From an optimization exercise on the open Yosys and OpenROAD flow, aimed at small area, a short achievable clock period and few clock cycles; shortcuts taken in it are not production practice. RTL that was checked went through simulation tests only; none was proved equivalent to the original.

// mult
module mult #(parameter XLEN = 32, parameter NUM_STAGE = 4)
(
    input clock, reset,
    input start,
    input [1:0] sign,
    input [XLEN-1:0] mcand, mplier,
    output [(2*XLEN)-1:0] product,
    output logic done
);
For scale: ~360 flip-flops, about 130 I/O pins.
Settings: LEC_CHECK=0, ABC_AREA=1, CAP_MARGIN=20, CORE_MARGIN=2, CORE_UTILIZATION=40, CTS_CLUSTER_DIAMETER=100, CTS_CLUSTER_SIZE=20, PLACE_DENSITY=0.6, SLEW_MARGIN=20, SYNTH_HIERARCHICAL=1; clock period 10.0 ns.
standard.sh (not shown) runs the stock make flow with config.mk's settings and CLKGATE_MAP_FILE= SYNTH_SCRIPT=/design/flow/synth_recipe.tcl, a recipe that flattens the netlist after the stock synthesis.
==> flow/flow/run.sh <==
#!/bin/bash
set -euo pipefail
bash standard.sh SETUP_SLACK_MARGIN=6.6 "BUFFER_PORTS_ARGS=-buffer_cell sky130_fd_sc_hd__buf_2" finish > flow_make.log 2>&1
==> next run, changes <==
- CTS_CLUSTER_DIAMETER: 100 -> not set
- CTS_CLUSTER_SIZE: 20 -> not set
After rerunning:
- The changed run completed without violations
- flip-flop and latch count is unchanged
- maximum frequency rose slightly
- cell area rose slightly
- final cell count rose slightly
No functional check of the RTL was part of any run of this note.

========
mult, a different RTL version from the one above (not shown whole).
For scale: roughly 350 flip-flops, about 130 I/O pins, about 31000 sq um of cells after synthesis.
Design mult, start of the top module:
module mult #(parameter XLEN = 32, parameter NUM_STAGE = 4)
(
    input clock, reset,
    input start,
    input [1:0] sign,
    input [XLEN-1:0] mcand, mplier,
    output [(2*XLEN)-1:0] product,
    output logic done
);
clock: 10.0 ns
lec_check: 0
abc_area: 1
cap_margin: 20
core_margin: 2
core_utilization: 40
cts_cluster_diameter: 100
cts_cluster_size: 20
place_density: 0.6
slew_margin: 20
synth_hierarchical: 1
==> flow/flow/run.sh <==
#!/bin/bash
set -euo pipefail
bash standard.sh SETUP_SLACK_MARGIN=6.75 "BUFFER_PORTS_ARGS=-buffer_cell sky130_fd_sc_hd__buf_1" finish > flow_make.log 2>&1
The starting point went through all stages and came out clean.
Testbench counts at the start, summed over its fixed seeds: cycles 7,056.
Then changed:
==> flow/flow/run.sh (replaced) <==
#!/bin/bash
set -euo pipefail
bash standard.sh SETUP_SLACK_MARGIN=6.85 "BUFFER_PORTS_ARGS=-buffer_cell sky130_fd_sc_hd__buf_1" finish > flow_make.log 2>&1
--- a/flow/config.mk
+++ b/flow/config.mk
@@ -10,6 +10,7 @@
 export CORE_MARGIN = 2
 export CORE_UTILIZATION = 40
-export CTS_CLUSTER_DIAMETER = 100
-export CTS_CLUSTER_SIZE = 20
+export CTS_BUF_LIST = sky130_fd_sc_hd__clkbuf_8
+export CTS_CLUSTER_DIAMETER = 80
+export CTS_CLUSTER_SIZE = 14
 export PLACE_DENSITY = 0.6
 export SLEW_MARGIN = 20
After rerunning: Core utilization is higher by 1.9 points. Flip-flop and latch count is unchanged. Cell count goes up by 1.6%. Critical path depth falls by 1. Global-route usage climbs by 1.1 points.

========
Setup of job 101:
mult, a different RTL version from the one above (not shown whole).
For scale: roughly 3200 cells after synthesis, ~360 flip-flops.
==> flow/config.mk <==
export PLATFORM = sky130hd
export DESIGN_NAME = mult
export DESIGN_NICKNAME = mult
export VERILOG_FILES = /design/flow/design.v
export SDC_FILE = /design/flow/constraint.sdc
export NUM_CORES = 4
export LEC_CHECK = 0
export ABC_AREA = 1
export CAP_MARGIN = 20
export CORE_MARGIN = 2
export CORE_UTILIZATION = 40
export CTS_CLUSTER_DIAMETER = 100
export CTS_CLUSTER_SIZE = 20
export PLACE_DENSITY = 0.6
export SLEW_MARGIN = 20
export SYNTH_HIERARCHICAL = 1
==> flow/constraint.sdc <==
create_clock -name core_clock -period 10.0 [get_ports {clock}]
set_input_delay 2.0000 -clock core_clock [delete_from_list [all_inputs] [get_ports {clock}]]
set_output_delay 2.0000 -clock core_clock [all_outputs]
set_load 0.01 [all_outputs]
==> flow/flow/run.sh <==
#!/bin/bash
set -euo pipefail
bash standard.sh SETUP_SLACK_MARGIN=6.6 "BUFFER_PORTS_ARGS=-buffer_cell sky130_fd_sc_hd__buf_2" finish > flow_make.log 2>&1
Job 101 went all the way through synthesis, placement and routing and the layout is clean on timing, DRC and antenna.
Testbench counts of job 101, summed over its fixed seeds: cycles 7,056.
> inputs changed (job 101 -> job 102)
==> flow/flow/run.sh <==
#!/bin/bash
set -euo pipefail
bash standard.sh SETUP_SLACK_MARGIN=6.6 "BUFFER_PORTS_ARGS=-buffer_cell sky130_fd_sc_hd__buf_1" finish > flow_make.log 2>&1
==> summary.txt <==
- Job 102 reached the end of the flow, and the finished layout is clean on the timing, design-rule and antenna checks.
- For storage element area, job 102 and job 101 come out practically identical.
- Diff job 101 -> job 102: shortest period the worst path allows dropped 0.015 ns; instance count of the mapped netlist barely changed; wire length dropped 0.96%.
- The run showing the greater length of the first detailed-routing pass in iterations is job 101.
- Diff job 101 -> job 102: clock-buffer cell count up 3.6%; final hold slack up 0.0041 ns; final worst-path setup slack up 0.015 ns; fmax up about 0.46%.

[port drivers added, routing unchanged]
No port has a modelled driver above. Below, the same layouts with a new extraction and two added sets of constraints. Step 1 sets driving cells, clkbuf_16 on the clock port and buf_2 on the other inputs (assumed; they add their load-dependent delay and slew). Step 2 times the ports against the registers' clock, not the clock port: input delays grow and output delays shrink by t, the midpoint of the rising clock arrivals with the driver on. a / b / c = ideal / step 1 / step 2; a / b = the first two.
run	shift t [ns]	setup WS [ns]	hold WS [ns]	worst setup path after step 2	latest minus earliest clock arrival (ns)
the first run of note 1	0.657	6.570 / 6.570 / 6.570	0.406 / 0.406 / 0.406	register to register	0.033 / 0.033
the second run of note 1	0.651	6.605 / 6.605 / 6.605	0.402 / 0.402 / 0.402	register to register	0.025 / 0.025
the first run of note 2	0.644	6.716 / 6.716 / 6.716	0.410 / 0.410 / 0.410	register to register	0.048 / 0.048
the second run of note 2	0.696	6.822 / 6.822 / 6.822	0.404 / 0.404 / 0.404	register to register	0.058 / 0.058
job 101	0.676	6.603 / 6.603 / 6.603	0.408 / 0.408 / 0.408	register to register	0.036 / 0.036
job 102	0.673	6.619 / 6.619 / 6.619	0.413 / 0.413 / 0.413	register to register	0.025 / 0.025
After both steps every run listed still meets setup and hold.
